What follows belongs to an exercise in optimizing a design on an open flow for small area and a short achievable clock period; a production flow would make more cautious choices. The RTL was checked by simulation tests, not by an equivalence proof against the original design. Power figures rest on the tool's default switching activity, not on a simulated workload.

## flow/design.v (module list and top-level ports; edited modules follow where they fit)
// module fpmul_sa: 988 lines
// module fpmul_sb: 492 lines
// module fpmul_fa: 6 lines
// module fpmul_xnor: 5 lines
// module fpmul_or: 5 lines
// module fpmul_sc: 9 lines
// module fpmul_pipe: 27 lines
module fpmul_pipe (clk, oprA, oprB, Result);
  // ...
==> flow/flow/run.sh <==
#!/bin/bash
# The standard layout, except that the port buffers are buf_4 cells rather than the
# clkdlybuf4s50_1 delay cells buffer_ports picks by default, and that timing repair aims
# for a setup slack of 5.5 ns at the 9.5 ns clock.
set -euo pipefail
export BUFFER_PORTS_ARGS="-buffer_cell sky130_fd_sc_hd__buf_4"
export SETUP_SLACK_MARGIN=5.5
bash standard.sh finish > orfs_flow.log 2>&1
==> flow/standard.sh <==
#!/bin/bash
# synth_recipe.tcl (not shown) runs the flow's synth.tcl, then flattens the netlist and writes it again
# the make line also repeats each setting of config.mk as NAME=value (left out here)
make -C /OpenROAD-flow-scripts/flow DESIGN_CONFIG=/design/flow/config.mk WORK_HOME=/design/flow/orfs CLKGATE_MAP_FILE= SYNTH_SCRIPT=/design/flow/synth_recipe.tcl "${@:-finish}"
==> flow/config.mk <==
export PLATFORM = sky130hd
export DESIGN_NAME = fpmul_pipe
export DESIGN_NICKNAME = fpmul_pipe
export VERILOG_FILES = /design/flow/design.v
export SDC_FILE = /design/flow/constraint.sdc
export NUM_CORES = 4
export LEC_CHECK = 0
export CAP_MARGIN = 20
export CORE_MARGIN = 2
export CORE_UTILIZATION = 40
export SLEW_MARGIN = 20
export SYNTH_HIERARCHICAL = 1
export SYNTH_MINIMUM_KEEP_SIZE = 0
==> flow/constraint.sdc <==
create_clock -name core_clock -period 9.5 [get_ports {clk}]
set_input_delay 1.9000 -clock core_clock [delete_from_list [all_inputs] [get_ports {clk}]]
set_output_delay 1.9000 -clock core_clock [all_outputs]
set_load 0.01 [all_outputs]
==> out/qor.yml, run 1 <==
cells_and_area:
  biggestCellCategory: "multi-input combinational cells"
  seq_area_share_pct: 14.3
  nClkBuffers: 18
  regArea_um2: 3460
synthesis:
  synth_edf_count: 0
  synth.area.mux_share_pct: 1.45
  yosysTopAreaCell: "fa_1"
power_and_ir_drop:
  power.group.top: "combinational cells"
  powerClk_mw: 0.719
cts:
  tritoncts: "built"
  clock_tree.root_cell: "clkbuf_16"
  cts_setup_buffers: 136
  clk_pin_slew_ns: 0.07
drt:
  routed_wl_um: 64300
  vias: 14700
worst_setup_path:
  cp.required_ns: 9.93
global_routing:
  grt_pass1_vias: 15200
  track_usage_pct: 25.7
timing:
  tightest_slew_ns: 0.638
  maxSlewHeadroom_pct: 57.0
  skew_ns: 0.0134
  min_period_ns: 4.22
run_status:
  status: "finished clean"
job:
  maxCapViolCount: 0
place:
  portBuffers: 96
==> run 2: changes to the inputs <==
==> flow/flow/run.sh (replaced) <==
#!/bin/bash
# The standard layout, except that the port buffers are buf_4 cells rather than the
# clkdlybuf4s50_1 delay cells buffer_ports picks by default, and that timing repair aims
# for a setup slack of 6.5 ns at the 9.5 ns clock.
set -euo pipefail
export BUFFER_PORTS_ARGS="-buffer_cell sky130_fd_sc_hd__buf_4"
export SETUP_SLACK_MARGIN=6.5
bash standard.sh finish > orfs_flow.log 2>&1
==> run 2 against run 1 <==
Compared with the run above: sequential power hardly changed; power rose by 31%; maximum frequency shrank 0.22%; utilization up 4.5 points; critical path type unchanged; combinational power grew 41%; non-clock buffer count grew 68; largest power group unchanged; synthesized cell count stayed put; critical endpoint is now r1_q[74]$_DFF_P_; die area did not move; first-iteration DRC count increased by 1.3%; still clean; global-route usage increased by 2.0 points; worst setup slack lost 0.0094 ns.
==> out/qor.yml, run 2 <==
worst_setup_path:
  critPathSlowestCell: "fa_2"  # unchanged
  cp-start-kind: "input pin"  # unchanged
  worst-setup-path-type: "input pin to register"  # unchanged
  critPathMaxFanout: 4  # was 6
  worstPathCellList: "buf_8 > ha_4 > buf_6 > buf_4 > a22oi_2 > xnor2_2 > fa_2 > fa_2 > fa_2"  # was buf_12 > nand3b_1 > o21ai_4 > buf_12 > a22oi_1 > xnor2_1 > or2_1 > fa_2 > fa_1 > or2_1 > fa_2
  rr_startpoint: "r1_q[78]$_DFF_P_"  # was r1_q[39]$_DFF_P_
  crit_family: "adder cells"  # unchanged
  cp.required_ns: 9.87  # was 9.93 ns
  path_buf_inv: 3  # was 2
  crit_top_cell: "fa_2"
  r2r_cells: 12  # was 11
  worstReg2RegEnd: "p2_q[14]$_DFF_P_"  # was p2_q[11]$_DFF_P_
  timing.reg2reg.setup_slack_ns: 6.04  # was 5.63 ns
  max_stage_delay_ns: 0.59  # was 0.52 ns
  arrival_ns: 4.60  # was 4.65 ns
  crit_path_end_kind: "register"  # unchanged
cells_and_area:
  largest_register_ffs: 130  # unchanged
  syn_to_final_growth_pct: 36.7  # was 25.5%
  layout_commonest_cell: "xnor2_1"  # unchanged
  final_cells: 2589  # was 2,521
  fin_nets: 2359  # was 2,291
  final_cell_mix: "xnor2_1, dfxtp_1, fa_2"  # was xnor2_1, dfxtp_1, buf_4
  diodes: 0  # was 1
  top_register: "r1_q"  # unchanged
  postLayoutCoreUtil_pct: 55.4  # was 50.8%
  top_regs: "r1_q: 130 flops, p2_q: 25 flops"  # unchanged
  layout-drive-gt1-share_pct: 49.2  # was 39.3%
  fillCellCount: 3800  # was 4,005
synthesis:
  yosysWarnings: 7  # unchanged
  synth-seq-cells: 173  # unchanged
  syn_inst: 1869  # unchanged
  async_flop_share_pct: 0  # unchanged
  yosysTopAreaCellShare_pct: 26.7  # unchanged
  synth_ff_type: "dfxtp_1"  # unchanged
  synth_edf_count: 0  # unchanged
  synth_area_um2: 19300  # unchanged
  yosys.cell_types.count: 66  # unchanged
  yosysTopAreaCell: "fa_1"  # unchanged
  synthTopCellsByArea: "fa_1, dfxtp_1, xnor2_1"  # unchanged
  syn_avg_cell_area_um2: 10.4  # unchanged
  seq_area_frac_synth_pct: 17.9  # unchanged
  synth_most_common_cell: "xnor2_1"  # unchanged
  synth.top_cells.by_count: "xnor2_1, fa_1, a22oi_1, dfxtp_1, buf_4"  # unchanged
power_and_ir_drop:
  cellPowerDensity_nw_per_um2: 424  # was 352 nW/µm²
  irDropWorstVdd_v: 0.000431  # was 0.000297 V
  p_leak_nw: 9.95  # was 9.05 nW
drt:
  viasPerCell: 5.86  # was 5.83
  route.antenna.remaining_nets: 0  # unchanged
  vias: 15200  # was 14,700
  routed_wl_um: 70500  # was 64,300 µm
  drtPass1Iterations: 5  # was 6
  drc: 0  # unchanged
  first_iter_violations: 1657  # was 1,636
  avgRoutedWirePerCell_um: 27.2  # was 25.5 µm
cts:
  cts_max_level: 4  # unchanged
  clk_pin_slew_ns: 0.07  # about the same
  insertion_delay_ns: 0.50  # was 0.49 ns
  tritoncts: "built"  # unchanged
  numCtsBuffers: 17  # unchanged
  cts_max_path_buffers: 2  # unchanged
  cts_hold_buf: 0  # unchanged
  cts_sinks: 173  # unchanged
  clock_tree.root_cell: "clkbuf_16"  # unchanged
timing:
  min_period_ns: 4.23  # was 4.22 ns
  finalWorstSetupSlack_ns: 5.27  # was 5.28 ns
  rsz0062_at_grt: "true"  # unchanged
  worst_hold_slack_ns: 0.330  # was 0.327 ns
  maxSlewHeadroom_pct: 46.9  # was 57.0%
  tightest_slew_ns: 0.794  # was 0.638 ns
  report.final.hold_viol_count: 0  # unchanged
  fmax_ghz: 0.236  # was 0.237 GHz
  finalSetupViolCount: 0  # unchanged
  skew_ns: 0.0129  # was 0.0134 ns
  drv_slew: 0  # unchanged
  period_share_pct: 44.5  # was 44.4%
  tns_ns: 0  # unchanged
floorplan:
  die_w_um: 224  # unchanged
  dieArea_um2: 50100  # unchanged
  fp-row-count: 80  # unchanged
  core_area_um2: 47700  # unchanged
  ioPinCount: 97  # unchanged
  initial_core_util_pct: 40.5  # unchanged
  die_h_um: 224  # unchanged
run_status:
  status: "finished clean"  # unchanged
place:
  post-place-ws_ns: 3.98  # was 3.96 ns
  place_inst: 2284  # was 2,287
  hpwlAfterDp_um: 37400  # was 36,600 µm
  routabilityCongestion: 0.844  # was 0.813
  portBuffers: 96  # unchanged
min_path:
  min_path_type: "register to register"  # unchanged
  hold-path-cell-count: 0  # unchanged
  hold_path.startpoint: "e1_q[3]$_DFF_P_"  # was e1_q[7]$_DFF_P_
  worstHoldEndpoint: "e2_q[3]$_DFF_P_"  # was e2_q[7]$_DFF_P_
global_routing:
  grt_pass1_vias: 16200  # was 15,200
  track_usage_pct: 27.7  # was 25.7%
  grt-ovfl-total: 0  # unchanged
  grt_pass1_wl_um: 102000  # was 95,000 µm
  antenna_found_initial: 0  # was 1
  grt_max_degree: 27  # was 28
job:
  maxCapViolCount: 0  # unchanged
-- run 2: layer usage --
metal / track usage [%] / wire [µm] / up-vias
li1: - / - / 6283
met1: 33.3 / 26100 / 7662
met2: 42.7 / 32000 / 932
met3: 8.43 / 7170 / 300
met4: 19.1 / 5200 / 0
met5: 0 / 0 / -
-- run 2: worst max-delay path by stage --
stage / slack, ns / from / depth (start not counted) / to
finish: 5.27 / oprB[6] / 9 / r1_q[74]$_DFF_P_
global route: 5.26 / oprB[15] / 11 / r1_q[79]$_DFF_P_
CTS: 5.35 / oprB[11] / 9 / r1_q[97]$_DFF_P_
detailed placement: 3.98 / oprB[3] / 10 / r1_q[45]$_DFF_P_
global placement: 4.01 / oprB[3] / 10 / r1_q[45]$_DFF_P_
floorplan: 4.93 / oprB[3] / 12 / r1_q[45]$_DFF_P_
-- run 2: where the power goes --
part / total [mW] / internal [mW] / switching (mW)
Sequential: 1.41 / 1.20 / 0.207
Combinational: 9.08 / 4.69 / 4.39
Clock: 0.714 / 0.369 / 0.345
-- run 2: per-stage QoR --
stage	power (mW)	area (µm²)
6_report	11.2	26400
5_1_grt	12.0	26400
4_1_cts	10.5	25400
3_5_place_dp	7.75	20400
3_3_place_gp	7.65	20300
2_1_floorplan	8.12	21400
-- run 2: cell families (layout without fill, tap and decap cells) --
kind of cell	Yosys count	count (layout)	synth area share [%]
xor gates and xnor gates	402	402	18.2
adders and majority gates	334	334	31.6
and+or+nand+nor	202	203	5.68
DFF	173	173	17.9
AOI/OAI and AO/OA	365	374	14.2
other	1	12	0.0194
muxes	25	25	1.45
buffers and inverters	367	451	11.0
-- run 2: modules after synthesis, one instance, submodules excluded --
| module | cell area [µm²] | flip-flops and latches | cells | copies in the design |
|---|---|---|---|---|
| fpmul_or | 6.26 | 0 | 1 | 70 |
| fpmul_fa | 20.0 | 0 | 1 | 256 |
| fpmul_sa | 7550 | 0 | 1032 | 1 |
| fpmul_sc | 414 | 0 | 42 | 1 |
| fpmul_sb | 1740 | 0 | 225 | 1 |
| fpmul_xnor | 8.76 | 0 | 1 | 71 |
| fpmul_pipe | 3460 | 173 | 173 | 1 |
-- run 2: worst reg2reg max path, stage by stage, from the launching register on --
cell	delay (ns)
dfxtp_2	0.33
fa_1	0.57
fa_1	0.46
ha_4	0.32
and4_4	0.23
nand4_1	0.12
buf_6	0.17
nor4_4	0.23
buf_6	0.17
a21oi_4	0.07
o21ba_4	0.20
fa_2	0.33
xor2_1	0.16
-- run 2: repair_timing --
item,4_1_cts,5_1_grt
pin swaps,253,153
gates resized for setup,411,123
buffers inserted,212,35
gates cloned,23,3
setup endpoints to repair,184,185
-- run 2: cell type report --
class | count | area (µm²) | share of cell area [%]
multi-input cells | 1350 | 16900 | 63.9
repair buffers | 364 | 4400 | 16.6
clock buffers | 17 | 425 | 1.61
clock inverters | 15 | 153 | 0.577
well taps | 615 | 769 | 2.91
inverters | 54 | 300 | 1.14
repair inverters | 1 | 20.0 | 0.0757
flip-flops and latches | 173 | 3470 | 13.1
==> run 3: changes to the inputs <==
==> flow/flow/run.sh (replaced) <==
#!/bin/bash
# The standard layout, except that the port buffers are buf_4 cells rather than the
# clkdlybuf4s50_1 delay cells buffer_ports picks by default, and that timing repair aims
# for a setup slack of 5.2 ns at the 9.5 ns clock.
set -euo pipefail
export BUFFER_PORTS_ARGS="-buffer_cell sky130_fd_sc_hd__buf_4"
export SETUP_SLACK_MARGIN=5.2
bash standard.sh finish > orfs_flow.log 2>&1
--- a/flow/config.mk
+++ b/flow/config.mk
@@ -9,4 +9,5 @@
 export CORE_MARGIN = 2
 export CORE_UTILIZATION = 40
+export CTS_BUF_LIST = sky130_fd_sc_hd__clkbuf_4 sky130_fd_sc_hd__clkbuf_8
 export SLEW_MARGIN = 20
 export SYNTH_HIERARCHICAL = 1
==> run 3 against run 2 <==
Compared with the run above: still clean on timing, DRC and antenna; synthesized area unchanged; sequential power about the same; critical path depth unchanged; maximum frequency down 2.8%; clock power down 12%; utilization down 12 points; cell count down 9.2%; wire length down 20%; register-to-register slack worse by 0.56 ns; via count down 12%; first-iteration DRC count down 25%.
==> out/qor.yml, run 3 <==
run_status:
  status: "finished clean"  # unchanged
synthesis:
  synth_most_common_cell: "xnor2_1"  # unchanged
  synth_edf_count: 0  # unchanged
  async_flop_share_pct: 0  # unchanged
  yosys.cell_types.count: 66  # unchanged
  synth_area_um2: 19300  # unchanged
  yosysWarnings: 7  # unchanged
  synthTopCellsByArea: "fa_1, dfxtp_1, xnor2_1"  # unchanged
  synth.top_cells.by_count: "xnor2_1, fa_1, a22oi_1, dfxtp_1, buf_4"  # unchanged
  syn_inst: 1869  # unchanged
  yosysTopAreaCell: "fa_1"  # unchanged
  seq_area_frac_synth_pct: 17.9  # unchanged
  synth-seq-cells: 173  # unchanged
  yosysTopAreaCellShare_pct: 26.7  # unchanged
  syn_avg_cell_area_um2: 10.4  # unchanged
  synth_ff_type: "dfxtp_1"  # unchanged
min_path:
  worstHoldEndpoint: "e2_q[6]$_DFF_P_"  # was e2_q[3]$_DFF_P_
  hold-path-cell-count: 0  # unchanged
  min_path_type: "register to register"  # unchanged
  hold_path.startpoint: "e1_q[6]$_DFF_P_"  # was e1_q[3]$_DFF_P_
drt:
  first_iter_violations: 1242  # was 1,657
  avgRoutedWirePerCell_um: 24.0  # was 27.2 µm
  vias: 13300  # was 15,200
  routed_wl_um: 56300  # was 70,500 µm
  drtPass1Iterations: 5  # unchanged
  drc: 0  # unchanged
  route.antenna.remaining_nets: 0  # unchanged
  viasPerCell: 5.68  # was 5.86
worst_setup_path:
  timing.reg2reg.setup_slack_ns: 5.48  # was 6.04 ns
  path_buf_inv: 1  # was 3
  worstReg2RegEnd: "p2_q[14]$_DFF_P_"  # unchanged
  max_stage_delay_ns: 0.50  # was 0.59 ns
  worst-setup-path-type: "input pin to register"  # unchanged
  rr_startpoint: "r1_q[39]$_DFF_P_"  # was r1_q[78]$_DFF_P_
  worstPathCellList: "buf_4 > ha_4 > a22oi_1 > xnor2_1 > or2_1 > fa_2 > fa_1 > or2_1 > fa_1"  # was buf_8 > ha_4 > buf_6 > buf_4 > a22oi_2 > xnor2_2 > fa_2 > fa_2 > fa_2
  cp-start-kind: "input pin"  # unchanged
  crit_path_end_kind: "register"  # unchanged
  crit_family: "adder cells"  # unchanged
  r2r_cells: 11  # was 12
  cp.required_ns: 9.92  # was 9.87 ns
  arrival_ns: 4.77  # was 4.60 ns
  critPathMaxFanout: 24  # was 4
  critPathSlowestCell: "ha_4"  # was fa_2
timing:
  rsz0062_at_grt: "true"  # unchanged
  skew_ns: 0.0292  # was 0.0129 ns
  finalWorstSetupSlack_ns: 5.15  # was 5.27 ns
  drv_slew: 0  # unchanged
  report.final.hold_viol_count: 0  # unchanged
  min_period_ns: 4.35  # was 4.23 ns
  period_share_pct: 45.8  # was 44.5%
  tns_ns: 0  # unchanged
  finalSetupViolCount: 0  # unchanged
  fmax_ghz: 0.230  # was 0.236 GHz
  tightest_slew_ns: 0.843  # was 0.794 ns
  maxSlewHeadroom_pct: 43.7  # was 46.9%
cts:
  cts_sinks: 173  # unchanged
  clock_tree.root_cell: "clkbuf_8"  # was clkbuf_16
  tritoncts: "built"  # unchanged
  cts_hold_buf: 0  # unchanged
  insertion_delay_ns: 0.53  # was 0.50 ns
  cts_max_level: 4  # unchanged
  cts_max_path_buffers: 2  # unchanged
  clk_pin_slew_ns: 0.12  # was 0.07 ns
  numCtsBuffers: 17  # unchanged
cells_and_area:
  top_register: "r1_q"  # unchanged
  fin_nets: 2119  # was 2,359
  final_cells: 2350  # was 2,589
  final_cell_mix: "xnor2_1, a22oi_1, fa_1"  # was xnor2_1, dfxtp_1, fa_2
  regArea_um2: 3460  # was 3470 µm²
  multi_input_area_um2: 14700  # was 16,900 µm²
  syn_to_final_growth_pct: 6.91  # was 36.7%
  largest_register_ffs: 130  # unchanged
  top_regs: "r1_q: 130 flops, p2_q: 25 flops"  # unchanged
  fillCellCount: 4479  # was 3,800
  layout-drive-gt1-share_pct: 22.3  # was 49.2%
  layout_commonest_cell: "xnor2_1"  # unchanged
floorplan:
  ioPinCount: 97  # unchanged
  dieArea_um2: 50100  # unchanged
  fp-row-count: 80  # unchanged
  die_w_um: 224  # unchanged
  core_area_um2: 47700  # unchanged
  initial_core_util_pct: 40.5  # unchanged
  die_h_um: 224  # unchanged
global_routing:
  grt_max_degree: 30  # was 27
  grt_pass1_vias: 13900  # was 16,200
  antenna_found_initial: 1  # was 0
  grt.busiest_layer: "met2"  # unchanged
  grt_pass1_wl_um: 85900  # was 102,000 µm
  grt-ovfl-total: 0  # unchanged
  grt_use_met3_pct: 5.19  # was 8.43%
  met2_usage_pct: 34.1  # was 42.7%
  grtUsageMet1_pct: 31.9  # was 33.3%
  track_usage_pct: 22.6  # was 27.7%
job:
  maxCapViolCount: 0  # unchanged
place:
  place_inst: 2286  # was 2,284
  routabilityCongestion: 0.859  # was 0.844
  hpwlAfterDp_um: 37000  # was 37,400 µm
  post-place-ws_ns: 4.16  # was 3.98 ns
  portBuffers: 96  # unchanged
power_and_ir_drop:
  p_leak_nw: 7.46  # was 9.95 nW
  power.total_mw: 8.10  # was 11.2 mW
  irDropWorstVdd_v: 0.000301  # was 0.000431 V
  cellPowerDensity_nw_per_um2: 392  # was 424 nW/µm²
## run 3: per-stage QoR
step / area (µm²) / hold WS, ns / util (%)
2_1_floorplan: 20500 / 0.310 / -
3_3_place_gp: 19700 / 0.310 / 41.4
3_5_place_dp: 19700 / 0.313 / 41.4
4_1_cts: 20500 / 0.334 / 42.8
5_1_grt: 20700 / 0.343 / 43.3
6_report: 20700 / 0.333 / 43.3
## run 3: repair_timing
action,4_1_cts,5_1_grt
setup buffers,8,13
pin swaps,6,5
gates resized for setup,24,15
setup endpoints to repair,80,46
cloned,7,3
## run 3: power by group
part,switching (mW),internal [mW]
sequential,0.189,1.20
combinational,3.29,2.80
clock,0.296,0.332
## run 3: Yosys stat by module (local to each module, per instance)
module | flops+latches | cells inside
fpmul_sb | 0 | 225
fpmul_xnor | 0 | 1
fpmul_pipe | 173 | 173
fpmul_sc | 0 | 42
fpmul_or | 0 | 1
fpmul_fa | 0 | 1
fpmul_sa | 0 | 1032
## run 3: area by class of cell
class	instances	area share, %
diodes	1	0.0121
clock buffers	20	1.30
clock inverters	12	0.998
inverters	54	1.17
multi-input cells	1350	71.2
flip-flops and latches	173	16.7
well taps	615	3.72
repair buffers	125	4.91
## run 3: kinds of logic (layout without fill, tap and decap cells)
family | Yosys count | in the layout | share of synthesized area (%)
other cells | 1 | 13 | 0.0194
simple gates | 202 | 202 | 5.68
compound gates | 365 | 375 | 14.2
mux | 25 | 25 | 1.45
xor+xnor | 402 | 402 | 18.2
fa+ha+maj | 334 | 334 | 31.6
buf+inv | 367 | 211 | 11.0
flops | 173 | 173 | 17.9
## run 3: worst max-delay path by stage
stage,startpoint,endpoint,slack [ns],depth (start not counted)
finish,oprB[6],r1_q[45]$_DFF_P_,5.15,9
global route,oprB[3],r1_q[45]$_DFF_P_,5.11,9
CTS,oprB[6],r1_q[45]$_DFF_P_,5.13,10
detailed placement,oprB[3],r1_q[45]$_DFF_P_,4.16,10
global placement,oprB[3],r1_q[45]$_DFF_P_,4.27,10
floorplan,oprB[3],r1_q[45]$_DFF_P_,4.93,12
## run 3: per-layer routing
layer	vias up	part of all wire (%)
li1	5794	-
met2	706	44
met4	0	3.3
met3	130	9.0
met1	6713	44
met5	-	0
==> run 4: changes to the inputs <==
==> flow/flow/run.sh (replaced) <==
#!/bin/bash
# The standard layout, except that the port buffers are buf_4 cells rather than the
# clkdlybuf4s50_1 delay cells buffer_ports picks by default.
set -euo pipefail
export BUFFER_PORTS_ARGS="-buffer_cell sky130_fd_sc_hd__buf_4"
bash standard.sh finish > orfs_flow.log 2>&1
--- a/flow/config.mk
+++ b/flow/config.mk
@@ -10,4 +10,5 @@
 export CORE_UTILIZATION = 40
 export CTS_BUF_LIST = sky130_fd_sc_hd__clkbuf_4 sky130_fd_sc_hd__clkbuf_8
+export SETUP_SLACK_MARGIN = 5
 export SLEW_MARGIN = 20
 export SYNTH_HIERARCHICAL = 1
==> run 4 against run 3 <==
Compared with the run above: still clean; critical path depth did not move; clock-buffer cell count rose by 3; non-clock buffer count fell by 7; die area did not move; critical endpoint is now r1_q[97]$_DFF_P_.
==> out/qor.yml, run 4 <==
run_status:
  status: "finished clean"  # unchanged
min_path:
  hold-path-cell-count: 0  # unchanged
  min_path_type: "register to register"  # unchanged
synthesis:
  syn_inst: 1869  # unchanged
  synth.top_cells.by_count: "xnor2_1, fa_1, a22oi_1, dfxtp_1, buf_4"  # unchanged
  yosysTopAreaCell: "fa_1"  # unchanged
  synth_xor_area_share_pct: 18.2  # unchanged
  synth_top_family_by_area: "adder cells"  # unchanged
  synthTopCellsByArea: "fa_1, dfxtp_1, xnor2_1"  # unchanged
  synth_most_common_cell: "xnor2_1"  # unchanged
  synth-compound-area-share_pct: 14.2  # unchanged
  syn_avg_cell_area_um2: 10.4  # unchanged
  seq_area_frac_synth_pct: 17.9  # unchanged
  yosysTopAreaCellShare_pct: 26.7  # unchanged
  synth-seq-cells: 173  # unchanged
  async_flop_share_pct: 0  # unchanged
  synth_edf_count: 0  # unchanged
  yosys.area_share.simple_pct: 5.68  # unchanged
  yosys.cell_types.count: 66  # unchanged
  yosysWarnings: 7  # unchanged
  synth.area.mux_share_pct: 1.45  # unchanged
  synth_ff_type: "dfxtp_1"  # unchanged
  synth_fa_ha_area_share_pct: 31.6  # unchanged
  synth_area_um2: 19300  # unchanged
cts:
  clock_tree.root_cell: "clkbuf_8"  # unchanged
  clk_pin_slew_ns: 0.09  # was 0.12 ns
  numCtsBuffers: 17  # unchanged
  insertion_delay_ns: 0.53  # about the same
  tritoncts: "built"  # unchanged
  cts_max_level: 4  # unchanged
  cts_hold_buf: 0  # unchanged
  cts_sinks: 173  # unchanged
  cts_max_path_buffers: 2  # unchanged
cells_and_area:
  largest_register_ffs: 130  # unchanged
  finalInstanceArea_um2: 19900  # was 20,700 µm²
  top_regs: "r1_q: 130 flops, p2_q: 25 flops"  # unchanged
  layout_commonest_cell: "xnor2_1"  # unchanged
  syn_to_final_growth_pct: 2.65  # was 6.91%
  fin_nets: 2103  # was 2,119
  final_cell_mix: "xnor2_1, fa_1, a22oi_1"  # was xnor2_1, a22oi_1, fa_1
  layout-drive-gt1-share_pct: 15.9  # was 22.3%
  final_cells: 2331  # was 2,350
  top_register: "r1_q"  # unchanged
worst_setup_path:
  timing.reg2reg.setup_slack_ns: 5.32  # was 5.48 ns
  max_stage_delay_ns: 0.51  # was 0.50 ns
  worst-setup-path-type: "input pin to register"  # unchanged
  crit_start: "oprB[9]"  # was oprB[6]
  critPathMaxFanout: 25  # was 24
  cp.required_ns: 9.90  # was 9.92 ns
  crit_top_cell: "fa_1"
  r2r_cells: 10  # was 11
  worstPathCellList: "buf_4 > ha_4 > nor2b_2 > inv_4 > xnor2_1 > fa_1 > fa_1 > fa_2 > fa_1"  # was buf_4 > ha_4 > a22oi_1 > xnor2_1 > or2_1 > fa_2 > fa_1 > or2_1 > fa_1
  cp-start-kind: "input pin"  # unchanged
  critPathSlowestCell: "fa_1"  # was ha_4
  arrival_ns: 4.89  # was 4.77 ns
  crit_family: "adder cells"  # unchanged
  cp_num_cells: 9  # unchanged
  path_buf_inv: 2  # was 1
  rr_startpoint: "r1_q[48]$_DFF_P_"  # was r1_q[39]$_DFF_P_
  endpoint: "r1_q[97]$_DFF_P_"  # was r1_q[45]$_DFF_P_
  crit_path_end_kind: "register"  # unchanged
  worstReg2RegEnd: "p2_q[18]$_DFF_P_"  # was p2_q[14]$_DFF_P_
timing:
  report.final.hold_viol_count: 0  # unchanged
  finalSetupViolCount: 0  # unchanged
  fmax_ghz: 0.223  # was 0.230 GHz
  skew_ns: 0.0144  # was 0.0292 ns
  rsz0062_at_grt: "true"  # unchanged
  maxSlewHeadroom_pct: 26.5  # was 43.7%
  drv_slew: 0  # unchanged
  finalWorstSetupSlack_ns: 5.02  # was 5.15 ns
  tns_ns: 0  # unchanged
  period_share_pct: 47.2  # was 45.8%
  tightest_slew_ns: 1.10  # was 0.843 ns
  min_period_ns: 4.48  # was 4.35 ns
floorplan:
  fp-row-count: 80  # unchanged
  die_h_um: 224  # unchanged
  initial_core_util_pct: 40.5  # unchanged
  dieArea_um2: 50100  # unchanged
  ioPinCount: 97  # unchanged
  die_w_um: 224  # unchanged
  core_area_um2: 47700  # unchanged
drt:
  route.antenna.remaining_nets: 0  # unchanged
  first_iter_violations: 980  # was 1,242
  avgRoutedWirePerCell_um: 23.0  # was 24.0 µm
  routed_wl_um: 53600  # was 56,300 µm
  drtPass1Iterations: 6  # was 5
  viasPerCell: 5.63  # was 5.68
  drc: 0  # unchanged
  vias: 13100  # was 13,300
power_and_ir_drop:
  p_leak_nw: 7.20  # was 7.46 nW
  irDropWorstVdd_v: 0.000289  # was 0.000301 V
  cellPowerDensity_nw_per_um2: 396  # was 392 nW/µm²
global_routing:
  track_usage_pct: 21.9  # was 22.6%
  grt_pass1_vias: 14100  # was 13,900
  grt_pass1_wl_um: 83300  # was 85,900 µm
  antenna_found_initial: 2  # was 1
  grt-ovfl-total: 0  # unchanged
  grt_max_degree: 30  # unchanged
place:
  routabilityCongestion: 0.810  # was 0.859
  place_inst: 2294  # was 2,286
  place_area_um2: 19300  # was 19,700 µm²
  hpwlAfterDp_um: 36000  # was 37,000 µm
  post-place-ws_ns: 4.02  # was 4.16 ns
  portBuffers: 96  # unchanged
job:
  maxCapViolCount: 0  # unchanged
run 4: changes by cell type in the layout (fill, tap and decap cells not counted), moves of 8 or more:
cell,delta
a22oi_1,+17
a22oi_2,-17
fa_1,+47
fa_2,-47
inv_6,-8
o21ai_4,-10
xnor2_1,+18
xnor2_2,-18
run 4: stage by stage:
stage,utilization [%],power (mW),hold slack [ns]
floorplan,-,7.61,0.310
global placement,40.4,7.19,0.311
detailed placement,40.5,7.29,0.312
CTS,41.5,7.90,0.326
global route,41.6,8.63,0.332
finish,41.6,7.86,0.325
run 4: kinds of logic after synthesis:
logic type,Yosys count
AOI/OAI and AO/OA,365
muxes,25
and+or+nand+nor,202
adders and majority gates,334
other,1
DFF,173
xor gates and xnor gates,402
buffers and inverters,367
run 4: what timing repair did:
item | CTS | global route
endpoints found under the setup margin | 81 | 11
gates resized for setup | 17 | 6
cloned | 1 | 0
pin swaps | 2 | 1
setup buffers | 4 | 2
run 4: how the worst min path moves through the flow:
stage,startpoint,end,slack [ns]
2_1_floorplan,e1_q[0]$_DFF_P_,e2_q[0]$_DFF_P_,0.31
3_3_place_gp,e1_q[0]$_DFF_P_,e2_q[0]$_DFF_P_,0.31
3_5_place_dp,e1_q[6]$_DFF_P_,e2_q[6]$_DFF_P_,0.31
4_1_cts,e1_q[1]$_DFF_P_,e2_q[1]$_DFF_P_,0.33
5_1_grt,e1_q[1]$_DFF_P_,e2_q[1]$_DFF_P_,0.33
6_report,e1_q[1]$_DFF_P_,e2_q[1]$_DFF_P_,0.33
run 4: cell type report:
cell class                 count  area (µm²)
fill                        4520       27900
multi-input combinational   1341       14100
sequential                   173        3460
timing repair buffer         118         935
tap                          615         769
clock buffer                  23         292
inverter                      54         228
clock inverter                 6        88.8
antenna                        1        2.50
run 4: per-layer routing:
| metal | up-vias | global-route usage (%) | share of wire (%) | routed length, µm |
|---|---|---|---|---|
| met5 | - | 0 | 0.024 | 13 |
| met4 | 2 | 8.71 | 2.9 | 1530 |
| met3 | 109 | 4.68 | 7.4 | 3950 |
| met2 | 570 | 36.0 | 48 | 25600 |
| met1 | 6702 | 28.2 | 42 | 22500 |
| li1 | 5734 | - | - | - |
run 4: power by group:
part	total, mW	switching [mW]	internal, mW
logic	5.90	3.22	2.68
registers	1.42	0.224	1.20
clock network	0.533	0.279	0.254
run 4: Yosys stat by module, one instance, submodules excluded:
module / copies in the design / flops+latches
fpmul_xnor: 71 / 0
fpmul_sa: 1 / 0
fpmul_sc: 1 / 0
fpmul_pipe: 1 / 173
fpmul_fa: 256 / 0
fpmul_or: 70 / 0
fpmul_sb: 1 / 0
==> run 5: changes to the inputs <==
--- a/flow/config.mk
+++ b/flow/config.mk
@@ -8,6 +8,5 @@
 export CAP_MARGIN = 20
 export CORE_MARGIN = 2
-export CORE_UTILIZATION = 40
-export CTS_BUF_LIST = sky130_fd_sc_hd__clkbuf_4 sky130_fd_sc_hd__clkbuf_8
+export CORE_UTILIZATION = 60
 export SETUP_SLACK_MARGIN = 5
 export SLEW_MARGIN = 20
==> run 5 against run 4 <==
Compared with the run above: largest power group unchanged; hold slack is essentially flat; register-to-register slack gained 0.02 ns; utilization grew 21 points; wire length shrank 5.0%; first-iteration DRC count grew 5.4%.
==> out/qor.yml, run 5 <==
floorplan:
  dieArea_um2: 33700  # was 50,100 µm²
  core_area_um2: 31600  # was 47,700 µm²
  ioPinCount: 97  # unchanged
  die_w_um: 184  # was 224 µm
  fp-row-count: 65  # was 80
  initial_core_util_pct: 61.2  # was 40.5%
  die_h_um: 184  # was 224 µm
worst_setup_path:
  cp.required_ns: 9.83  # was 9.90 ns
  crit_path_end_kind: "register"  # unchanged
  r2r_cells: 10  # unchanged
  worstPathCellList: "buf_4 > ha_4 > nor2b_2 > inv_4 > xnor2_1 > fa_2 > fa_1 > fa_2 > fa_1"  # was buf_4 > ha_4 > nor2b_2 > inv_4 > xnor2_1 > fa_1 > fa_1 > fa_2 > fa_1
  critPathMaxFanout: 24  # was 25
  arrival_ns: 4.77  # was 4.89 ns
  cp-start-kind: "input pin"  # unchanged
  cp_num_cells: 9  # unchanged
  critPathSlowestCell: "fa_1"  # unchanged
  worst-setup-path-type: "input pin to register"  # unchanged
  crit_family: "adder cells"  # unchanged
  max_stage_delay_ns: 0.47  # was 0.51 ns
  path_buf_inv: 2  # unchanged
synthesis:
  synth_top_family_by_area: "adder cells"  # unchanged
  syn_avg_cell_area_um2: 10.4  # unchanged
  yosysWarnings: 7  # unchanged
  synth.area.mux_share_pct: 1.45  # unchanged
  synth_area_um2: 19300  # unchanged
  synth_most_common_cell: "xnor2_1"  # unchanged
  synthTopCellsByArea: "fa_1, dfxtp_1, xnor2_1"  # unchanged
  synth_xor_area_share_pct: 18.2  # unchanged
  yosysTopAreaCellShare_pct: 26.7  # unchanged
  synth.top_cells.by_count: "xnor2_1, fa_1, a22oi_1, dfxtp_1, buf_4"  # unchanged
  synth_fa_ha_area_share_pct: 31.6  # unchanged
  seq_area_frac_synth_pct: 17.9  # unchanged
  yosys.cell_types.count: 66  # unchanged
  synth-compound-area-share_pct: 14.2  # unchanged
  syn_inst: 1869  # unchanged
  async_flop_share_pct: 0  # unchanged
  synth-seq-cells: 173  # unchanged
  yosys.area_share.simple_pct: 5.68  # unchanged
  yosysTopAreaCell: "fa_1"  # unchanged
  synth_ff_type: "dfxtp_1"  # unchanged
  synth_edf_count: 0  # unchanged
place:
  routabilityCongestion: 0.858  # was 0.810
  place_inst: 2080  # was 2,294
  hpwlAfterDp_um: 34200  # was 36,000 µm
  post-place-ws_ns: 3.97  # was 4.02 ns
  portBuffers: 96  # unchanged
cells_and_area:
  fillCellCount: 2659  # was 4,520
  top_register: "r1_q"  # unchanged
  syn_to_final_growth_pct: 2.86  # was 2.65%
  final_cell_mix: "xnor2_1, fa_1, a22oi_1"  # unchanged
  regArea_um2: 3460  # about the same
  layout-drive-gt1-share_pct: 16.0  # was 15.9%
  top_regs: "r1_q: 130 flops, p2_q: 25 flops"  # unchanged
  fin_nets: 2104  # was 2,103
  multi_input_area_um2: 14100  # about the same
  final_cells: 2122  # was 2,331
  largest_register_ffs: 130  # unchanged
  layout_commonest_cell: "xnor2_1"  # unchanged
cts:
  clk_pin_slew_ns: 0.06  # was 0.09 ns
  cts_sinks: 173  # unchanged
  numCtsBuffers: 17  # unchanged
  insertion_delay_ns: 0.46  # was 0.53 ns
  cts_max_level: 4  # unchanged
  tritoncts: "built"  # unchanged
  clock_tree.root_cell: "clkbuf_16"  # was clkbuf_8
  cts_hold_buf: 0  # unchanged
  cts_max_path_buffers: 2  # unchanged
power_and_ir_drop:
  switchingPower_mw: 3.76  # was 3.72 mW
  internal_power_mw: 4.33  # was 4.14 mW
  pwr-share-seq_pct: 17.3  # was 18.1%
  p_sw_share_pct: 46.4  # was 47.4%
  p_comb_share_pct: 73.3  # was 75.1%
  p_leak_nw: 7.33  # was 7.20 nW
  clockPowerShare_pct: 9.4  # was 6.8%
  irDropWorstVdd_v: 0.000593  # was 0.000289 V
  power.total_mw: 8.09  # was 7.86 mW
  cellPowerDensity_nw_per_um2: 406  # was 396 nW/µm²
drt:
  route.met2.wl_um: 23900  # was 25,600 µm
  first_iter_violations: 1033  # was 980
  drc: 0  # unchanged
  drtPass1Iterations: 5  # was 6
  top_layer_used: "met4"  # was met5
  viasPerCell: 6.16  # was 5.63
  routed_wl_um: 50900  # was 53,600 µm
  vias: 13100  # about the same
  route.antenna.remaining_nets: 0  # unchanged
  wl_met3_um: 3880  # was 3950 µm
  drt-met1-wl_um: 21600  # was 22,500 µm
  avgRoutedWirePerCell_um: 24.0  # was 23.0 µm
timing:
  period_share_pct: 46.7  # was 47.2%
  min_period_ns: 4.44  # was 4.48 ns
  tightest_slew_ns: 0.836  # was 1.10 ns
  finalWorstSetupSlack_ns: 5.06  # was 5.02 ns
  drv_slew: 0  # unchanged
  fmax_ghz: 0.225  # was 0.223 GHz
  rsz0062_at_grt: "false"  # was true
  report.final.hold_viol_count: 0  # unchanged
  skew_ns: 0.0121  # was 0.0144 ns
  tns_ns: 0  # unchanged
  finalSetupViolCount: 0  # unchanged
  maxSlewHeadroom_pct: 43.8  # was 26.5%
global_routing:
  grt_pass1_vias: 13700  # was 14,100
  grt_pass1_wl_um: 79500  # was 83,300 µm
  grt-ovfl-total: 0  # unchanged
  track_usage_pct: 31.5  # was 21.9%
  grt_max_degree: 30  # unchanged
  antenna_found_initial: 0  # was 2
run_status:
  status: "finished clean"  # unchanged
job:
  maxCapViolCount: 0  # unchanged
min_path:
  min_path_type: "register to register"  # unchanged
  hold-path-cell-count: 0  # unchanged
==> run 5: cell counts after synthesis <==
No cell type changed its count.
==> run 5: final timing paths <==
kind	startpoint	end	slack, ns
worst min register to register	s1_q$_DFF_P_	s2_q$_DFF_P_	0.32
worst max-delay path	oprB[7]	r1_q[93]$_DFF_P_	5.06
worst min-delay path	s1_q$_DFF_P_	s2_q$_DFF_P_	0.32
worst max register to register	r1_q[73]$_DFF_P_	p2_q[14]$_DFF_P_	5.34
==> run 5: worst reg2reg max path, cell delays in order (launching register included) <==
cell and delay [ns]:
dfxtp_1 0.32, fa_1 0.55, fa_1 0.41, ha_1 0.38, and4_1 0.24, nand4_1 0.29, nor4_2 0.82, a21oi_1 0.23
o21ba_2 0.27, fa_1 0.37, xor2_1 0.17
==> run 5: cell type report <==
class                      instances  area share, %
clock buffer                      19           2.23
antenna                            1         0.0126
clock inverter                    13          0.937
inverter                          54           1.17
multi-input combinational       1341           71.0
timing repair buffer             119           4.73
sequential                       173           17.4
tap                              402           2.53
==> run 5: logic make-up after synthesis <==
| group | count (synthesis) |
|---|---|
| flops | 173 |
| other cells | 1 |
| buf+inv | 367 |
| xor+xnor | 402 |
| simple gates | 202 |
| compound gates | 365 |
| fa+ha+maj | 334 |
| mux | 25 |
==> run 5: power by group through the flow <==
stage | combinational (mW) | clock (mW) | sequential [mW]
after floorplan | 6.25 | 0 | 1.37
after detailed placement | 5.88 | 0 | 1.42
final | 5.93 | 0.762 | 1.40
after global placement | 5.79 | 0 | 1.41
after global routing | 6.63 | 0.814 | 1.45
after CTS | 5.94 | 0.783 | 1.41
==> run 5: repair_timing <==
action                                  CTS  global route
resized for setup                        22            16
gates cloned                              1             0
endpoints found under the setup margin   89            27
setup buffers                             5             3
pin swaps                                 2             1
==> run 5: layer usage <==
layer	global-route usage (%)	vias up
met3	6.81	94
li1	-	5744
met1	42.3	6675
met4	12.3	0
met5	0	-
met2	50.1	548
==> run 5: through the flow <==
| stage | utilization, % | area, µm² | hold slack [ns] |
|---|---|---|---|
| floorplan | - | 19800 | 0.310 |
| global placement | 60.2 | 19000 | 0.310 |
| detailed placement | 60.2 | 19000 | 0.313 |
| CTS | 62.6 | 19800 | 0.328 |
| global route | 62.9 | 19900 | 0.335 |
| finish | 62.9 | 19900 | 0.325 |
==> run 5: modules after synthesis (local to each module, per instance) <==
| module | flops+latches | cell area [µm²] | cells inside |
|---|---|---|---|
| fpmul_fa | 0 | 20.0 | 1 |
| fpmul_or | 0 | 6.26 | 1 |
| fpmul_pipe | 173 | 3460 | 173 |
| fpmul_sa | 0 | 7550 | 1032 |
| fpmul_sb | 0 | 1740 | 225 |
| fpmul_sc | 0 | 414 | 42 |
| fpmul_xnor | 0 | 8.76 | 1 |
==> run 6: changes to the inputs <==
--- a/flow/config.mk
+++ b/flow/config.mk
@@ -8,7 +8,8 @@
 export CAP_MARGIN = 20
 export CORE_MARGIN = 2
-export CORE_UTILIZATION = 60
+export CORE_UTILIZATION = 40
 export SETUP_SLACK_MARGIN = 5
 export SLEW_MARGIN = 20
 export SYNTH_HIERARCHICAL = 1
 export SYNTH_MINIMUM_KEEP_SIZE = 0
+export TNS_END_PERCENT = 0
==> run 6 against run 5 <==
Compared with the run above: still clean; clock-buffer cell count decreased by 2; wire length increased by 3.9%; first-iteration DRC count increased by 9.6%; maximum frequency decreased by 1.1%; non-clock buffer count decreased by 4; critical endpoint is now r1_q[97]$_DFF_P_.
==> out/qor.yml, run 6 <==
place:
  place_area_um2: 19300  # was 19,000 µm²
  portBuffers: 96  # unchanged
  place_inst: 2297  # was 2,080
  hpwlAfterDp_um: 36500  # was 34,200 µm
  routabilityCongestion: 0.837  # was 0.858
synthesis:
  synth_area_um2: 19300  # unchanged
  syn_avg_cell_area_um2: 10.4  # unchanged
  synth-seq-cells: 173  # unchanged
  synth.top_cells.by_count: "xnor2_1, fa_1, a22oi_1, dfxtp_1, buf_4"  # unchanged
  yosys.cell_types.count: 66  # unchanged
  seq_area_frac_synth_pct: 17.9  # unchanged
  yosysTopAreaCell: "fa_1"  # unchanged
  yosysWarnings: 7  # unchanged
  yosysTopAreaCellShare_pct: 26.7  # unchanged
  async_flop_share_pct: 0  # unchanged
  synth_most_common_cell: "xnor2_1"  # unchanged
  synthTopCellsByArea: "fa_1, dfxtp_1, xnor2_1"  # unchanged
  synth_edf_count: 0  # unchanged
  syn_inst: 1869  # unchanged
  synth_ff_type: "dfxtp_1"  # unchanged
run_status:
  status: "finished clean"  # unchanged
global_routing:
  grt_pass1_vias: 14000  # was 13,700
  track_usage_pct: 21.6  # was 31.5%
  antenna_found_initial: 1  # was 0
  grt-ovfl-total: 0  # unchanged
  grt_max_degree: 30  # unchanged
  grt_pass1_wl_um: 81800  # was 79,500 µm
timing:
  min_period_ns: 4.49  # was 4.44 ns
  fmax_ghz: 0.223  # was 0.225 GHz
  maxSlewHeadroom_pct: 38.5  # was 43.8%
  finalSetupViolCount: 0  # unchanged
  tightest_slew_ns: 0.915  # was 0.836 ns
  rsz0062_at_grt: "true"  # was false
  period_share_pct: 47.2  # was 46.7%
  skew_ns: 0.0155  # was 0.0121 ns
  report.final.hold_viol_count: 0  # unchanged
  tns_ns: 0  # unchanged
  drv_slew: 0  # unchanged
drt:
  drtPass1Iterations: 6  # was 5
  drc: 0  # unchanged
  first_iter_violations: 1132  # was 1,033
  vias: 13100  # about the same
  avgRoutedWirePerCell_um: 22.7  # was 24.0 µm
  route.antenna.remaining_nets: 0  # unchanged
  routed_wl_um: 52900  # was 50,900 µm
  viasPerCell: 5.64  # was 6.16
cells_and_area:
  diodes: 0  # was 1
  syn_to_final_growth_pct: 2.99  # was 2.86%
  fin_nets: 2099  # was 2,104
  top_register: "r1_q"  # unchanged
  layout-drive-gt1-share_pct: 14.8  # was 16.0%
  finalInstanceArea_um2: 19900  # about the same
  top_regs: "r1_q: 130 flops, p2_q: 25 flops"  # unchanged
  largest_register_ffs: 130  # unchanged
  fillCellCount: 4582  # was 2,659
  final_cell_mix: "xnor2_1, fa_1, a22oi_1"  # unchanged
  final_cells: 2329  # was 2,122
  layout_commonest_cell: "xnor2_1"  # unchanged
cts:
  cts_resized: 16  # was 22
  cts_max_level: 4  # unchanged
  numCtsBuffers: 17  # unchanged
  insertion_delay_ns: 0.49  # was 0.46 ns
  cts_setup_buffers: 0  # was 5
  cts_sinks: 173  # unchanged
  cts_hold_buf: 0  # unchanged
  cts_max_path_buffers: 2  # unchanged
  tritoncts: "built"  # unchanged
  clock_tree.root_cell: "clkbuf_16"  # unchanged
  clk_pin_slew_ns: 0.07  # was 0.06 ns
worst_setup_path:
  critPathMaxFanout: 25  # was 24
  crit_path_end_kind: "register"  # unchanged
  cp-start-kind: "input pin"  # unchanged
  max_stage_delay_ns: 0.47  # about the same
  worst-setup-path-type: "input pin to register"  # unchanged
  arrival_ns: 4.86  # was 4.77 ns
  cp.required_ns: 9.87  # was 9.83 ns
  critPathSlowestCell: "fa_1"  # unchanged
  timing.reg2reg.setup_slack_ns: 5.43  # was 5.34 ns
  crit_top_cell: "fa_1"
  worstPathCellList: "buf_4 > ha_4 > nor2b_2 > inv_4 > xnor2_1 > fa_1 > fa_1 > fa_1 > fa_1"  # was buf_4 > ha_4 > nor2b_2 > inv_4 > xnor2_1 > fa_2 > fa_1 > fa_2 > fa_1
floorplan:
  dieArea_um2: 50100  # was 33,700 µm²
  initial_core_util_pct: 40.5  # was 61.2%
  ioPinCount: 97  # unchanged
  die_h_um: 224  # was 184 µm
  die_w_um: 224  # was 184 µm
  fp-row-count: 80  # was 65
  core_area_um2: 47700  # was 31,600 µm²
power_and_ir_drop:
  irDropWorstVdd_v: 0.000266  # was 0.000593 V
  p_leak_nw: 7.26  # was 7.33 nW
  cellPowerDensity_nw_per_um2: 397  # was 406 nW/µm²
job:
  maxCapViolCount: 0  # unchanged
min_path:
  min_path_type: "register to register"  # unchanged
-- run 6: cell counts after synthesis --
No cell type changed its count.
-- run 6: logic make-up (layout without fill, tap and decap cells) --
family / after synthesis / count (layout) / synth area share [%]
buf+inv: 367 / 201 / 11.0
mux: 25 / 25 / 1.45
other cells: 1 / 12 / 0.0194
compound gates: 365 / 365 / 14.2
flops: 173 / 173 / 17.9
fa+ha+maj: 334 / 334 / 31.6
simple gates: 202 / 202 / 5.68
xor+xnor: 402 / 402 / 18.2
-- run 6: power breakdown --
group,leakage [nW],total [mW],internal [mW],switching (mW)
clock network,0.280,0.689,0.347,0.342
registers,1.46,1.39,1.20,0.187
logic,5.52,5.83,2.68,3.15
total,7.26,7.91,4.23,3.68
-- run 6: stage by stage --
step / utilization [%] / total power, mW / worst slack (ns) / hold slack [ns]
3_3_place_gp: 40.3 / 7.12 / 4.14 / 0.311
3_5_place_dp: 40.3 / 7.25 / 4.10 / 0.313
5_1_grt: 41.7 / 8.76 / 4.96 / 0.343
6_report: 41.7 / 7.91 / 5.01 / 0.329
4_1_cts: 41.6 / 7.99 / 4.88 / 0.331
2_1_floorplan: - / 7.60 / 4.90 / 0.310
-- run 6: critical path, delay by kind of cell --
family	cells	cell delay (ns)
xor gates and xnor gates	1	0.27
adders and majority gates	5	1.97
buffers and inverters	2	0.40
and+or+nand+nor	1	0.31
-- run 6: final cells by class --
type / count / area [µm²] / area share (%)
Clock inverter: 15 / 149 / 0.747
Timing Repair Buffer: 115 / 896 / 4.50
Clock buffer: 17 / 425 / 2.13
Sequential cell: 173 / 3460 / 17.4
Multi-Input combinational cell: 1340 / 14000 / 70.3
Inverter: 54 / 225 / 1.13
Tap cell: 615 / 769 / 3.86
-- run 6: worst paths after layout --
kind	end	cells past startpoint	start
setup reg to reg	p2_q[14]$_DFF_P_	10	r1_q[62]$_DFF_P_
hold / removal	s2_q$_DFF_P_	0	s1_q$_DFF_P_
hold reg to reg	s2_q$_DFF_P_	0	s1_q$_DFF_P_
setup / recovery	r1_q[97]$_DFF_P_	9	oprB[9]
-- run 6: per-module statistics from Yosys, one instance, submodules excluded --
module	copies in the design	flops+latches	cells inside	cell area, µm²
fpmul_fa	256	0	1	20.0
fpmul_or	70	0	1	6.26
fpmul_pipe	1	173	173	3460
fpmul_sa	1	0	1032	7550
fpmul_sb	1	0	225	1740
fpmul_sc	1	0	42	414
fpmul_xnor	71	0	1	8.76
-- run 6: per-layer routing --
metal / share of wire [%] / wire [µm] / track usage [%]
met1: 43 / 22900 / 29.6
met2: 45 / 23900 / 33.8
met3: 9.0 / 4780 / 5.18
met4: 2.5 / 1330 / 6.92
met5: 0 / 0 / 0
==> run 7: changes to the inputs <==
--- a/flow/config.mk
+++ b/flow/config.mk
@@ -13,3 +13,2 @@
 export SYNTH_HIERARCHICAL = 1
 export SYNTH_MINIMUM_KEEP_SIZE = 0
-export TNS_END_PERCENT = 0
==> run 7 against run 6 <==
Compared with the run above: clock-buffer cell count increased by 6; first-iteration DRC count decreased by 7.4%; critical path depth did not move; critical path type unchanged; highest routed layer is now met5.
==> out/qor.yml, run 7 <==
floorplan:
  fp-row-count: 80  # unchanged
  die_h_um: 224  # unchanged
  initial_core_util_pct: 40.5  # unchanged
  ioPinCount: 97  # unchanged
  dieArea_um2: 50100  # unchanged
  core_area_um2: 47700  # unchanged
  die_w_um: 224  # unchanged
global_routing:
  grtUsageMet1_pct: 28.3  # was 29.6%
  grt_max_degree: 30  # unchanged
  grt_use_met3_pct: 4.64  # was 5.18%
  grt.busiest_layer: "met2"  # unchanged
  met2_usage_pct: 36.0  # was 33.8%
  track_usage_pct: 21.9  # was 21.6%
  antenna_found_initial: 1  # unchanged
  grt-ovfl-total: 0  # unchanged
  grt_pass1_vias: 14100  # was 14,000
  grt_pass1_wl_um: 83200  # was 81,800 µm
cts:
  cts_hold_buf: 0  # unchanged
  clk_pin_slew_ns: 0.07  # about the same
  cts_sinks: 173  # unchanged
  tritoncts: "built"  # unchanged
  cts_max_level: 4  # unchanged
  insertion_delay_ns: 0.47  # was 0.49 ns
  numCtsBuffers: 17  # unchanged
  cts_max_path_buffers: 2  # unchanged
  clock_tree.root_cell: "clkbuf_16"  # unchanged
synthesis:
  async_flop_share_pct: 0  # unchanged
  synthTopCellsByArea: "fa_1, dfxtp_1, xnor2_1"  # unchanged
  syn_inst: 1869  # unchanged
  synth_most_common_cell: "xnor2_1"  # unchanged
  synth_edf_count: 0  # unchanged
  yosys.cell_types.count: 66  # unchanged
  yosysTopAreaCell: "fa_1"  # unchanged
  synth-seq-cells: 173  # unchanged
  yosysTopAreaCellShare_pct: 26.7  # unchanged
  synth_ff_type: "dfxtp_1"  # unchanged
  seq_area_frac_synth_pct: 17.9  # unchanged
  yosysWarnings: 7  # unchanged
  synth_area_um2: 19300  # unchanged
  synth.top_cells.by_count: "xnor2_1, fa_1, a22oi_1, dfxtp_1, buf_4"  # unchanged
  syn_avg_cell_area_um2: 10.4  # unchanged
timing:
  min_period_ns: 4.44  # was 4.49 ns
  report.final.hold_viol_count: 0  # unchanged
  rsz0062_at_grt: "true"  # unchanged
  maxSlewHeadroom_pct: 26.6  # was 38.5%
  period_share_pct: 46.8  # was 47.2%
  skew_ns: 0.0124  # was 0.0155 ns
  finalSetupViolCount: 0  # unchanged
  fmax_ghz: 0.225  # was 0.223 GHz
  tns_ns: 0  # unchanged
  drv_slew: 0  # unchanged
  tightest_slew_ns: 1.10  # was 0.915 ns
power_and_ir_drop:
  pwr-share-seq_pct: 17.8  # was 17.5%
  irDropWorstVdd_v: 0.000285  # was 0.000266 V
  switchingPower_mw: 3.74  # was 3.68 mW
  internal_power_mw: 4.28  # was 4.23 mW
  cellPowerDensity_nw_per_um2: 399  # was 397 nW/µm²
  p_sw_share_pct: 46.6  # was 46.5%
  p_comb_share_pct: 73.5  # was 73.7%
  clockPowerShare_pct: 8.7  # about the same
  power.total_mw: 8.02  # was 7.91 mW
  p_leak_nw: 7.30  # was 7.26 nW
cells_and_area:
  layout-drive-gt1-share_pct: 15.6  # was 14.8%
  postLayoutCoreUtil_pct: 42.1  # was 41.7%
  fin_nets: 2103  # was 2,099
  syn_to_final_growth_pct: 3.89  # was 2.99%
  layout_commonest_cell: "xnor2_1"  # unchanged
  largest_register_ffs: 130  # unchanged
  diodes: 0  # unchanged
  top_register: "r1_q"  # unchanged
  final_cell_mix: "xnor2_1, fa_1, a22oi_1"  # unchanged
  top_regs: "r1_q: 130 flops, p2_q: 25 flops"  # unchanged
drt:
  first_iter_violations: 1048  # was 1,132
  avgRoutedWirePerCell_um: 23.0  # was 22.7 µm
  viasPerCell: 5.62  # was 5.64
  drc: 0  # unchanged
  vias: 13100  # about the same
  route.antenna.remaining_nets: 0  # unchanged
  routed_wl_um: 53600  # was 52,900 µm
  drtPass1Iterations: 6  # unchanged
worst_setup_path:
  arrival_ns: 4.81  # was 4.86 ns
  cp.required_ns: 9.87  # about the same
  crit_path_end_kind: "register"  # unchanged
  cp-start-kind: "input pin"  # unchanged
  worst-setup-path-type: "input pin to register"  # unchanged
  critPathMaxFanout: 25  # unchanged
place:
  hpwlAfterDp_um: 36000  # was 36,500 µm
  portBuffers: 96  # unchanged
  routabilityCongestion: 0.810  # was 0.837
run_status:
  status: "finished clean"  # unchanged
job:
  maxCapViolCount: 0  # unchanged
min_path:
  min_path_type: "register to register"  # unchanged
[run 7: worst paths after layout]
kind	slack, ns	end	cells past startpoint	startpoint
max	5.06	r1_q[103]$_DFF_P_	9	oprB[15]
min	0.32	e2_q[1]$_DFF_P_	0	e1_q[1]$_DFF_P_
max reg2reg	5.29	p2_q[18]$_DFF_P_	11	r1_q[44]$_DFF_P_
min reg2reg	0.32	e2_q[1]$_DFF_P_	0	e1_q[1]$_DFF_P_
[run 7: through the flow]
step	setup WS (ns)	hold WS [ns]	cell area, µm²	instances
global route	4.99	0.327	20100	2330
global placement	4.07	0.311	19300	2294
finish	5.06	0.324	20100	2330
CTS	5.00	0.323	20000	2328
floorplan	4.93	0.310	19800	1880
detailed placement	4.02	0.312	19300	2294
[run 7: logic make-up after synthesis]
family	count (synthesis)	share of synthesized area (%)
buffers and inverters	367	11.0
multiplexers	25	1.45
AO/OA/AOI/OAI	365	14.2
XOR/XNOR	402	18.2
adder cells (fa/ha/maj)	334	31.6
flip-flops	173	17.9
other	1	0.0194
AND/OR/NAND/NOR	202	5.68
[run 7: worst max-delay path: stages]
cell     delay [ns]
buf_4          0.15
ha_4           0.16
nor2b_2        0.33
inv_6          0.25
xnor2_1        0.29
fa_1           0.49
fa_1           0.51
fa_1           0.46
or2_1          0.25
[run 7: per-layer routing]
layer / share of wire (%) / up-vias
met5: 0.024 / -
met4: 2.7 / 2
met3: 7.8 / 104
met2: 48 / 567
met1: 42 / 6685
li1: - / 5737
[run 7: Yosys stat by module (local to each module, per instance)]
module      cells  flip-flops and latches  times used
fpmul_fa        1                       0         256
fpmul_or        1                       0          70
fpmul_pipe    173                     173           1
fpmul_sa     1032                       0           1
fpmul_sb      225                       0           1
fpmul_sc       42                       0           1
fpmul_xnor      1                       0          71
[run 7: repair_timing]
action,in CTS,in global routing
pin swaps,2,1
endpoints found under the setup margin,90,12
gates resized for setup,20,15
cloned,1,0
setup buffers,4,2
[run 7: final cells by class]
class | count | area [µm²]
Multi-Input combinational cell | 1341 | 14100
Tap cell | 615 | 769
Fill cell | 4490 | 27600
Inverter | 54 | 238
Clock buffer | 23 | 468
Sequential cell | 173 | 3460
Timing Repair Buffer | 118 | 961
Clock inverter | 6 | 88.8
[run 7: power by group through the flow]
stage	combinational (mW)	clock [mW]	sequential, mW
final	5.90	0.699	1.43
after detailed placement	5.84	0	1.45
after CTS	5.91	0.715	1.43
after floorplan	6.25	0	1.37
after global routing	6.59	0.738	1.47
after global placement	5.75	0	1.44
==> run 8: changes to the inputs <==
==> flow/flow/run.sh (replaced) <==
#!/bin/bash
# The standard layout, except that the port buffers are buf_8 cells rather than the
# clkdlybuf4s50_1 delay cells buffer_ports picks by default.
set -euo pipefail
export BUFFER_PORTS_ARGS="-buffer_cell sky130_fd_sc_hd__buf_8"
bash standard.sh finish > orfs_flow.log 2>&1
==> run 8 against run 7 <==
Compared with the run above: global-route usage up 0.17 points; register-to-register slack better by 0.15 ns; non-clock buffer count shrank 4; wire length is 0.45% higher; final area up 3.1%; hold slack is essentially flat; clock skew grew 0.0041 ns; via count decreased by 0.18%; critical path type unchanged; critical endpoint unchanged; largest cell class unchanged.
==> out/qor.yml, run 8 <==
worst_setup_path:
  critPathSlowestCell: "fa_1"  # unchanged
  critPathMaxFanout: 24  # was 25
  crit_path_end_kind: "register"  # unchanged
  max_stage_delay_ns: 0.58  # was 0.51 ns
  crit_top_cell: "fa_1"  # unchanged
  cp.required_ns: 9.86  # was 9.87 ns
  cp-start-kind: "input pin"  # unchanged
  worst-setup-path-type: "input pin to register"  # unchanged
  arrival_ns: 4.80  # was 4.81 ns
  worstPathCellList: "buf_8 > ha_4 > nor2b_2 > inv_4 > xnor2_1 > fa_1 > fa_1 > fa_1 > or2_1"  # was buf_4 > ha_4 > nor2b_2 > inv_6 > xnor2_1 > fa_1 > fa_1 > fa_1 > or2_1
timing:
  report.final.hold_viol_count: 0  # unchanged
  skew_ns: 0.0165  # was 0.0124 ns
  min_period_ns: 4.44  # about the same
  finalWorstSetupSlack_ns: 5.06  # about the same
  worst_hold_slack_ns: 0.324  # about the same
  period_share_pct: 46.8  # about the same
  maxSlewHeadroom_pct: 25.9  # was 26.6%
  tightest_slew_ns: 1.11  # was 1.10 ns
  rsz0062_at_grt: "false"  # was true
  tns_ns: 0  # unchanged
  finalSetupViolCount: 0  # unchanged
  fmax_ghz: 0.225  # about the same
  drv_slew: 0  # unchanged
place:
  place_area_um2: 20000  # was 19,300 µm²
  hpwlAfterDp_um: 36200  # was 36,000 µm
  place_inst: 2294  # unchanged
  portBuffers: 96  # unchanged
  routabilityCongestion: 0.826  # was 0.810
  post-place-ws_ns: 4.02  # about the same
cells_and_area:
  final_cells: 2329  # was 2,330
  top_regs: "r1_q: 130 flops, p2_q: 25 flops"  # unchanged
  syn_to_final_growth_pct: 7.07  # was 3.89%
  regArea_um2: 3460  # unchanged
  top_register: "r1_q"  # unchanged
  layout_commonest_cell: "xnor2_1"  # unchanged
  fin_nets: 2099  # was 2,103
  final_cell_mix: "xnor2_1, fa_1, a22oi_1"  # unchanged
  postLayoutCoreUtil_pct: 43.4  # was 42.1%
  diodes: 0  # unchanged
  finalInstanceArea_um2: 20700  # was 20,100 µm²
  layout-drive-gt1-share_pct: 15.7  # was 15.6%
  fillCellCount: 4446  # was 4,490
  multi_input_area_um2: 14100  # about the same
  largest_register_ffs: 130  # unchanged
cts:
  cts_sinks: 173  # unchanged
  cts_hold_buf: 0  # unchanged
  clock_tree.root_cell: "clkbuf_16"  # unchanged
  clk_pin_slew_ns: 0.07  # about the same
  cts_max_level: 4  # unchanged
  tritoncts: "built"  # unchanged
  insertion_delay_ns: 0.48  # was 0.47 ns
  numCtsBuffers: 17  # unchanged
  cts_max_path_buffers: 2  # unchanged
synthesis:
  async_flop_share_pct: 0  # unchanged
  synth_most_common_cell: "xnor2_1"  # unchanged
  synth-seq-cells: 173  # unchanged
  yosysTopAreaCell: "fa_1"  # unchanged
  synth_edf_count: 0  # unchanged
  syn_inst: 1869  # unchanged
  syn_avg_cell_area_um2: 10.4  # unchanged
  synth.top_cells.by_count: "xnor2_1, fa_1, a22oi_1, dfxtp_1, buf_4"  # unchanged
  synthTopCellsByArea: "fa_1, dfxtp_1, xnor2_1"  # unchanged
  yosysTopAreaCellShare_pct: 26.7  # unchanged
  yosys.cell_types.count: 66  # unchanged
  seq_area_frac_synth_pct: 17.9  # unchanged
  synth_area_um2: 19300  # unchanged
  yosysWarnings: 7  # unchanged
  synth_ff_type: "dfxtp_1"  # unchanged
global_routing:
  grt_pass1_vias: 14100  # about the same
  grt.busiest_layer: "met2"  # unchanged
  grtUsageMet1_pct: 28.7  # was 28.3%
  grt_pass1_wl_um: 83800  # was 83,200 µm
  met2_usage_pct: 36.1  # was 36.0%
  track_usage_pct: 22.1  # was 21.9%
  grt-ovfl-total: 0  # unchanged
  grt_use_met3_pct: 4.72  # was 4.64%
  antenna_found_initial: 0  # was 1
  grt_max_degree: 30  # unchanged
drt:
  drtPass1Iterations: 5  # was 6
  route.antenna.remaining_nets: 0  # unchanged
  avgRoutedWirePerCell_um: 23.1  # was 23.0 µm
  viasPerCell: 5.61  # was 5.62
  routed_wl_um: 53900  # was 53,600 µm
  drc: 0  # unchanged
  vias: 13100  # about the same
  first_iter_violations: 1138  # was 1,048
floorplan:
  die_w_um: 224  # unchanged
  die_h_um: 224  # unchanged
  fp-row-count: 80  # unchanged
  initial_core_util_pct: 40.5  # unchanged
  ioPinCount: 97  # unchanged
  core_area_um2: 47700  # unchanged
  dieArea_um2: 50100  # unchanged
power_and_ir_drop:
  p_leak_nw: 7.51  # was 7.30 nW
  irDropWorstVdd_v: 0.000301  # was 0.000285 V
  power.total_mw: 8.16  # was 8.02 mW
  cellPowerDensity_nw_per_um2: 394  # was 399 nW/µm²
run_status:
  status: "finished clean"  # unchanged
job:
  maxCapViolCount: 0  # unchanged
min_path:
  min_path_type: "register to register"  # unchanged
-- run 8: cell count changes in the layout (fill, tap and decap cells not counted), sizes merged --
cell and delta:
clkinv +4, buf -3, inv +3, clkbuf -5
-- run 8: logic make-up after synthesis --
kind of cell             after synthesis  synth area share (%)
multiplexers                          25                  1.45
flip-flops                           173                  17.9
other                                  1                0.0194
buffers and inverters                367                  11.0
AND/OR/NAND/NOR                      202                  5.68
adder cells (fa/ha/maj)              334                  31.6
XOR/XNOR                             402                  18.2
AO/OA/AOI/OAI                        365                  14.2
-- run 8: Yosys stat by module, one instance, submodules excluded --
module,flip-flops and latches,cells inside
fpmul_xnor,0,1
fpmul_pipe,173,173
fpmul_fa,0,1
fpmul_sc,0,42
fpmul_or,0,1
fpmul_sb,0,225
fpmul_sa,0,1032
-- run 8: repair_timing --
action                     CTS  global route
gates cloned                 1             0
setup buffers                2             0
setup endpoints to repair   86            10
gates resized for setup     17             5
pin swaps                    1             0
-- run 8: final cells by class --
type | count | share of cell area, %
clock buffer | 19 | 2.09
inverter | 54 | 1.09
sequential | 173 | 16.7
tap | 615 | 3.71
multi-input combinational | 1341 | 68.0
clock inverter | 13 | 0.670
timing repair buffer | 114 | 7.71
-- run 8: critical path: cells and delay by family --
family | cells | cell delay (ns)
xor gates and xnor gates | 1 | 0.23
adders and majority gates | 4 | 1.65
buffers and inverters | 2 | 0.43
and+or+nand+nor | 2 | 0.57
-- run 8: path summary, 6_finish.rpt --
kind / startpoint / endpoint / slack [ns] / depth (start not counted)
min: e1_q[3]$_DFF_P_ / e2_q[3]$_DFF_P_ / 0.32 / 0
max reg2reg: r1_q[48]$_DFF_P_ / p2_q[18]$_DFF_P_ / 5.44 / 10
max: oprB[11] / r1_q[103]$_DFF_P_ / 5.06 / 9
min reg2reg: e1_q[3]$_DFF_P_ / e2_q[3]$_DFF_P_ / 0.32 / 0
-- run 8: power by group --
group | switching, mW | leakage (nW) | internal [mW] | total (mW)
Sequential | 0.225 | 1.46 | 1.20 | 1.43
Clock | 0.324 | 0.278 | 0.388 | 0.712
Combinational | 3.21 | 5.77 | 2.81 | 6.02
Total | 3.76 | 7.51 | 4.40 | 8.16
-- run 8: layer usage --
layer | up-vias | share of wire (%)
met1 | 6616 | 41
li1 | 5734 | -
met5 | - | 0
met3 | 112 | 8.1
met4 | 0 | 2.7
met2 | 610 | 48

==> separate check: timing with driven ports <==
How much do the figures lean on ideal ports? The routed layouts below were timed once more, with nothing changed but the port constraints. Step 1: set_driving_cell puts a clkbuf_16 on clk and a buf_2 on each other input, an assumption about the parent block. Step 2 moves the port delays by t, midway between the first and last clock arrival at a register: inputs arrive t later, outputs are due t later. That takes back most of the time a late clock gives input paths. Slacks: ideal / step 1 / step 2; pairs: ideal / step 1.
run | shift t [ns] | setup slack, ns | worst register clock-pin slew, ns | worst slew at a driven data input, ns
run 1 | 0.540 | 5.279 / 5.185 / 4.645 | 0.08 / 0.08 | 0.16
run 2 | 0.552 | 5.270 / 5.285 / 4.733 | 0.08 / 0.08 | 0.16
run 3 | 0.566 | 5.148 / 5.174 / 4.609 | 0.12 / 0.12 | 0.10
run 4 | 0.568 | 5.020 / 5.046 / 4.479 | 0.10 / 0.10 | 0.09
run 5 | 0.506 | 5.062 / 5.095 / 4.589 | 0.07 / 0.07 | 0.06
run 6 | 0.537 | 5.013 / 5.033 / 4.496 | 0.07 / 0.07 | 0.09
run 7 | 0.521 | 5.058 / 5.094 / 4.573 | 0.07 / 0.07 | 0.08
run 8 | 0.523 | 5.057 / 5.074 / 4.551 | 0.08 / 0.08 | 0.09
After both steps every run listed still meets setup and hold. The setup slack of run 1, which loses most, moves by -0.094 ns with the drivers and by -0.634 ns with both steps.
